Context: an optimization exercise on an open-source flow, tuned for small area, a short achievable clock period and few clock cycles per item. The choices shown serve that exercise and are no tape-out recipe. At most, simulation tests tie the RTL to the original design; equivalence was not proved.

## fjord
Design CordicAccelerator, start of the top module:
module CordicAccelerator(
  input         clock,
  input         reset,
  input         cmd_valid,
  output        cmd_ready,
  input  [6:0]  cmd_funct,
  input  [4:0]  cmd_rd,
  input  [63:0] cmd_rs1,
  input  [63:0] cmd_rs2,
  output        resp_valid,
  input         resp_ready,
  output [4:0]  resp_rd,
  output [63:0] resp_data,
  output        busy
);
clock: 6.0 ns
lec_check: 0
cap_margin: 20
core_margin: 2
core_utilization: 60
cts_buf_list: sky130_fd_sc_hd__clkbuf_4 sky130_fd_sc_hd__clkbuf_8
setup_slack_margin: 2.5
slew_margin: 20
run.sh (not shown) runs the stock make flow with config.mk's settings and CLKGATE_MAP_FILE= SYNTH_SCRIPT=/design/flow/synth_recipe.tcl, a recipe that flattens the netlist after the stock synthesis.
diff inputs: fjord => xenon
--- a/flow/design.v
+++ b/flow/design.v
@@ -727,21 +727,21 @@
     p31_x <= x216;
     p31_y <= yt217;
     p31_rd <= p30_rd;
     p31_fn <= p30_fn;
     p31_dn <= p30_dn;
     p31_d <= p30_d;
   end
-  wire [31:0] y31 = p31_y ^ {32{~p31_d}};
-  wire [31:0] em = p31_fn ? y31 : p31_x;
-  wire eon = p31_fn ? p31_x[31] : y31[31];
-  wire etn = ~(p31_fn ^ p31_d);   
-  wire [31:0] emp = em + 32'd1;
-  wire [31:0] emm = em - 32'd1;
-  assign res = eon ? (etn ? emp : emm) : em;
+  wire [31:0] ys224 = $signed(p31_y) >>> 31;
+  wire [31:0] xs225 = $signed(p31_x) >>> 31;
+  wire [31:0] x222 = addc(p31_x, ys224, ~p31_d);
+  wire [31:0] xg227 = xs225 & {32{~p31_dn}};
+  wire [31:0] u226 = addc(p31_y, ~xg227, 1'b1);
+  wire [31:0] yt223 = u226 ^ {32{p31_d ^ p31_d}};
+  assign res = p31_fn ? (yt223 ^ {32{~p31_d}}) : x222;
   assign end_rd = p31_rd;
   wire end_v = p31_v;
   reg [31:0] h_data, k_data;
   reg [4:0] h_rd, k_rd;
   reg hv, kv, busy_r;
   reg blocked;
   reg [4:0] wait_n;
--- outcome ---
- Having completed the whole flow, xenon delivered a layout that passed the timing, design-rule and antenna checks.
- xenon vs. fjord: number of antenna diodes fell 4; cell count shrank by about 0.46%; share of synthesized cell area in and, or, nand and nor gates decreased 0.87 points; worst-case reg-to-reg path depth climbed 5.
- fjord has a lower critical path depth than xenon.
- In the reports for fjord and xenon, the larger number of buffers added for setup after CTS belongs to fjord.
Function was not checked in any run of this note: the RTL went through the layout flow alone.

Setup of job 101:
Another version of the RTL of CordicAccelerator (not shown whole).
For scale: about 15000 cells after synthesis, about 2500 flip-flops, about 220 I/O pins, about 0.15 mm^2 of cells after synthesis.
Settings: LEC_CHECK=0, CAP_MARGIN=20, CORE_MARGIN=2, CORE_UTILIZATION=60, SETUP_SLACK_MARGIN=2.0, SLEW_MARGIN=20; clock period 6.0 ns.
Testbench counts of job 101, summed over its fixed seeds: cycles 1,864, items 1,600.
Relative to job 101, the following input files were edited for job 102:
diff --git a/flow/design.v b/flow/design.v
--- a/flow/design.v
+++ b/flow/design.v
@@ -20,27 +20,35 @@
       g = a & b;
       p = a ^ b;
       gg = g;
       pp = p;
       gg[0] = g[0] | (p[0] & c);
       pp[0] = 1'b0;
       for (l = 0; l < 5; l = l + 1) begin
         gn = gg;
         pn = pp;
         for (k = 0; k < 32; k = k + 1)
-          if (k[l]) begin
-            gn[k] = gg[k] | (pp[k] & gg[((k >> l) << l) - 1]);
-            pn[k] = pp[k] & pp[((k >> l) << l) - 1];
+          if ((k % 2) == 1 && k >= (1 << l)) begin
+            gn[k] = gg[k] | (pp[k] & gg[k - (1 << l)]);
+            pn[k] = pp[k] & pp[k - (1 << l)];
           end
         gg = gn;
         pp = pn;
       end
+      gn = gg;
+      pn = pp;
+      for (k = 2; k < 32; k = k + 2) begin
+        gn[k] = gg[k] | (pp[k] & gg[k - 1]);
+        pn[k] = pp[k] & pp[k - 1];
+      end
+      gg = gn;
+      pp = pn;
       addc = p ^ {gg[30:0], c};
     end
   endfunction
   wire recirc;    
   wire [31:0] res;
   wire [4:0] end_rd;
   wire take;      
   assign cmd_ready = take;
   wire accept = cmd_valid & take;
   wire [31:0] z0 = cmd_rs2[31:0];
[summary]
Job 102 gives more cell count along the critical path than job 101 did.
Job 102 does worse than job 101 on area after synthesis.
Between job 102 and job 101, it is job 102 whose period utilization is higher, by 9.1 points.
Between job 101 and job 102, the number of well taps is higher for job 102.
Minimum clock period deteriorates in job 102 relative to job 101.
Max share of final-layout standard cells stronger than drive strength 1 across job 101 and job 102: job 102
Relative to job 101, met3 wire length increased by 1600 um in job 102.
Relative to job 101, post-route cell area increased by about 4.3% in job 102.
Sort job 101 and job 102 by area added between synthesis and finish asc -> top: job 101
Job 102 ends up with a worst setup slack that is 0.54 ns lower than in job 101.
Compared with job 101, job 102 shows iteration-0 DRC count of the detailed router that has gone down by a little under 10%.
No functional check of the RTL was part of job 102.

CordicAccelerator, a different RTL version from the one above (not shown whole).
Size in the first run: ~14000 cells after synthesis, roughly 2500 flip-flops, about 220 I/O pins, roughly 140000 sq um of cells after synthesis.
Settings: LEC_CHECK=0, CAP_MARGIN=20, CORE_MARGIN=2, CORE_UTILIZATION=60, CTS_BUF_LIST=sky130_fd_sc_hd__clkbuf_8 sky130_fd_sc_hd__clkbuf_16, CTS_CLUSTER_DIAMETER=80, CTS_CLUSTER_SIZE=30, GPL_ROUTABILITY_DRIVEN=0, SETUP_SLACK_MARGIN=2.5, SLEW_MARGIN=20; clock period 6.0 ns.
Testbench counts at the start, summed over its fixed seeds: cycles 1,856, items 1,600.
Edit:
--- a/flow/design.v
+++ b/flow/design.v
@@ -756,25 +756,26 @@
   always @(posedge clock) begin
     if (reset) p31_v <= 1'b0;
     else p31_v <= p30_v;
     p31_x <= x217;
     p31_y <= yt218;
     p31_rd <= p30_rd;
     p31_fn <= p30_fn;
     p31_dn <= p30_dn;
     p31_d <= p30_d;
   end
   wire [31:0] y31 = p31_y ^ {32{~p31_d}};
   wire [31:0] exi = p31_x + 32'd1;
-  wire [31:0] exd = p31_x - 32'd1;
+  wire [31:0] exn = ~p31_x + 32'd1;
+  wire [31:0] exd = ~exn;   
   wire [31:0] eys = (p31_y + 32'd1) ^ {32{~p31_d}};
   wire [31:0] exs = p31_d ? exd : exi;
   assign res = p31_fn ? (p31_x[31] ? eys : y31) : (y31[31] ? exs : p31_x);
   assign end_rd = p31_rd;
   wire end_v = p31_v;
   reg [31:0] h_data, k_data;
   reg [4:0] h_rd, k_rd;
   reg hv, kv, busy_r;
   reg blocked;
   reg [4:0] wait_n;
   wire wait_0 = (wait_n == 5'd0);
   wire push = end_v & ~(hv & kv) & (~blocked | wait_0);
After rerunning:
- global-route usage came out higher by 0.24 points
- sequential cell count is unchanged
- core utilization came out lower by 0.64 points
- critical path depth is unchanged
- design area came out lower slightly
- fmax came out lower by a few percent
- routed wire length barely changes
Only the layout flow was run in the second run of this note; the RTL was not checked for function there.

Another version of the RTL of CordicAccelerator (not shown whole).
Size: ~13000 cells after synthesis, ~220 I/O pins, about 140000 um2 of cells after synthesis.
==> flow/config.mk <==
export PLATFORM = sky130hd
export DESIGN_NAME = CordicAccelerator
export DESIGN_NICKNAME = CordicAccelerator
export VERILOG_FILES = /design/flow/design.v
export SDC_FILE = /design/flow/constraint.sdc
export NUM_CORES = 8
export LEC_CHECK = 0
export CAP_MARGIN = 20
export CORE_MARGIN = 2
export CORE_UTILIZATION = 60
export CTS_BUF_LIST = sky130_fd_sc_hd__clkbuf_4 sky130_fd_sc_hd__clkbuf_8
export SETUP_SLACK_MARGIN = 2.5
export SLEW_MARGIN = 20
==> flow/constraint.sdc <==
create_clock -name core_clock -period 6.0 [get_ports {clock}]
set_input_delay 1.2000 -clock core_clock [delete_from_list [all_inputs] [get_ports {clock}]]
set_output_delay 1.2000 -clock core_clock [all_outputs]
set_load 0.01 [all_outputs]
Then changed:
--- a/flow/design.v
+++ b/flow/design.v
@@ -731,22 +731,21 @@
     p31_x <= x217;
     p31_y <= yt218;
     p31_rd <= p30_rd;
     p31_fn <= p30_fn;
     p31_dn <= p30_dn;
     p31_d <= p30_d;
   end
   wire [31:0] y31 = p31_y ^ {32{~p31_d}};
-  wire [31:0] em = p31_fn ? y31 : p31_x;
-  wire eon = p31_fn ? p31_x[31] : y31[31];
-  wire etn = ~(p31_fn ^ p31_d);   
-  wire [31:0] emp = em + 32'd1;
-  wire [31:0] emm = em - 32'd1;
-  assign res = eon ? (etn ? emp : emm) : em;
+  wire [31:0] exi = p31_x + 32'd1;
+  wire [31:0] exd = p31_x - 32'd1;
+  wire [31:0] eys = (p31_y + 32'd1) ^ {32{~p31_d}};
+  wire [31:0] exs = p31_d ? exd : exi;
+  assign res = p31_fn ? (p31_x[31] ? eys : y31) : (y31[31] ? exs : p31_x);
   assign end_rd = p31_rd;
   wire end_v = p31_v;
   reg [31:0] h_data, k_data;
   reg [4:0] h_rd, k_rd;
   reg hv, kv, busy_r;
   reg blocked;
   reg [4:0] wait_n;
   wire wait_0 = (wait_n == 5'd0);
What happened: Routed wire length is higher by 17%. Synthesized cell count grows by 1.1%. Setup slack improves by 0.068 ns. Non-clock buffer count climbs by 211. Synthesized area stays flat. Critical path depth increases by 1.
Testbench counts after the change, summed over its fixed seeds: cycles 1,856, items 1,600.
For the first run of this note, only the layout was checked, not whether the RTL still works.

Another version of the RTL of CordicAccelerator (not shown whole).
Size: roughly 16000 cells after synthesis, about 2500 flip-flops.
make LEC_CHECK=0 CAP_MARGIN=20 CORE_MARGIN=2 CORE_UTILIZATION=60 CTS_BUF_LIST='sky130_fd_sc_hd__clkbuf_4 sky130_fd_sc_hd__clkbuf_8' SETUP_SLACK_MARGIN=2.5 SLEW_MARGIN=20 finish   # period 6.0 ns
The first run finished with timing, DRC and antenna clean.
Next try:
--- a/flow/design.v
+++ b/flow/design.v
@@ -23,17 +23,17 @@
       pp = p;
       gg[0] = g[0] | (p[0] & c);
       pp[0] = 1'b0;
       for (l = 0; l < 5; l = l + 1) begin
         gn = gg;
         pn = pp;
         for (k = 0; k < 32; k = k + 1)
-          if (k >= (1 << l)) begin
-            gn[k] = gg[k] | (pp[k] & gg[k - (1 << l)]);
-            pn[k] = pp[k] & pp[k - (1 << l)];
+          if (k[l]) begin
+            gn[k] = gg[k] | (pp[k] & gg[((k >> l) << l) - 1]);
+            pn[k] = pp[k] & pp[((k >> l) << l) - 1];
           end
         gg = gn;
         pp = pn;
       end
       addc = p ^ {gg[30:0], c};
     end
   endfunction
@@ -732,18 +732,16 @@
     p31_y <= yt218;
     p31_rd <= p30_rd;
     p31_fn <= p30_fn;
     p31_dn <= p30_dn;
     p31_d <= p30_d;
   end
   wire [31:0] y31 = p31_y ^ {32{~p31_d}};
-  wire [31:0] exi = p31_x + 32'd1;
-  wire [31:0] exd = p31_x - 32'd1;
-  wire [31:0] eys = (p31_y + 32'd1) ^ {32{~p31_d}};
-  wire [31:0] exs = p31_d ? exd : exi;
+  wire [31:0] exs = p31_x + (p31_d ? 32'hffffffff : 32'd1);
+  wire [31:0] eys = y31 + (p31_d ? 32'd1 : 32'hffffffff);
   assign res = p31_fn ? (p31_x[31] ? eys : y31) : (y31[31] ? exs : p31_x);
   assign end_rd = p31_rd;
   wire end_v = p31_v;
   reg [31:0] h_data, k_data;
   reg [4:0] h_rd, k_rd;
   reg hv, kv, busy_r;
   reg blocked;
Via count fell by about a fifth.
Register-to-register slack gets better by 0.02 ns.
Sequential share of layout area grows by 2.1 points.
Worst setup slack gets better by 0.021 ns.
Routed wire length goes down by roughly a tenth.
Count of clock-buffer cells in the layout rises by 18.
Worst hold slack got worse by 0.035 ns.
No run of this note included a check of the RTL's function; only the layout flow was run.

==> re-timing with driven ports <==
The results above use ideal ports. As a check the final layouts listed here were re-extracted and re-timed, cells and wires unchanged.
Step 1, drivers: a clkbuf_16 drives clock and a buf_2 each remaining input, both assumed.
Step 2 times the ports against the registers' clock, not the clock port: input delays grow and output delays shrink by t, the midpoint of the rising clock arrivals with the driver on.
a / b / c = ideal ports / drivers / drivers and shift; a / b = the first two.
run | t, ns | slack for setup (ns) | hold WS [ns] | clock arrival spread, ns
fjord | 1.137 | 1.934 / 1.934 / 1.243 | 0.308 / 0.308 / 0.308 | 0.101 / 0.101
xenon | 1.177 | 1.515 / 1.515 / 1.486 | 0.255 / 0.255 / 0.255 | 0.109 / 0.109
job 101 | 1.006 | 2.127 / 2.054 / 2.127 | 0.306 / 0.306 / 0.306 | 0.119 / 0.119
job 102 | 1.002 | 1.584 / 1.584 / 1.584 | 0.288 / 0.288 / 0.288 | 0.086 / 0.087
the first run of note 3 | 0.931 | 2.502 / 2.501 / 1.757 | 0.310 / 0.310 / 0.310 | 0.054 / 0.054
the second run of note 3 | 0.898 | 2.391 / 2.391 / 1.766 | 0.324 / 0.324 / 0.324 | 0.056 / 0.056
the first run of note 4 | 1.171 | 2.312 / 2.312 / 1.686 | 0.288 / 0.288 / 0.288 | 0.123 / 0.123
the second run of note 4 | 1.171 | 2.381 / 2.327 / 1.622 | 0.238 / 0.238 / 0.238 | 0.140 / 0.139
the first run of note 5 | 1.177 | 2.166 / 2.166 / 1.536 | 0.297 / 0.297 / 0.297 | 0.170 / 0.170
the second run of note 5 | 1.151 | 2.187 / 2.187 / 1.582 | 0.262 / 0.262 / 0.262 | 0.108 / 0.109
After both steps every run listed still meets setup and hold. The setup slack of the second run of note 4, which loses most, moves by -0.054 ns with the drivers and by -0.759 ns with both steps.
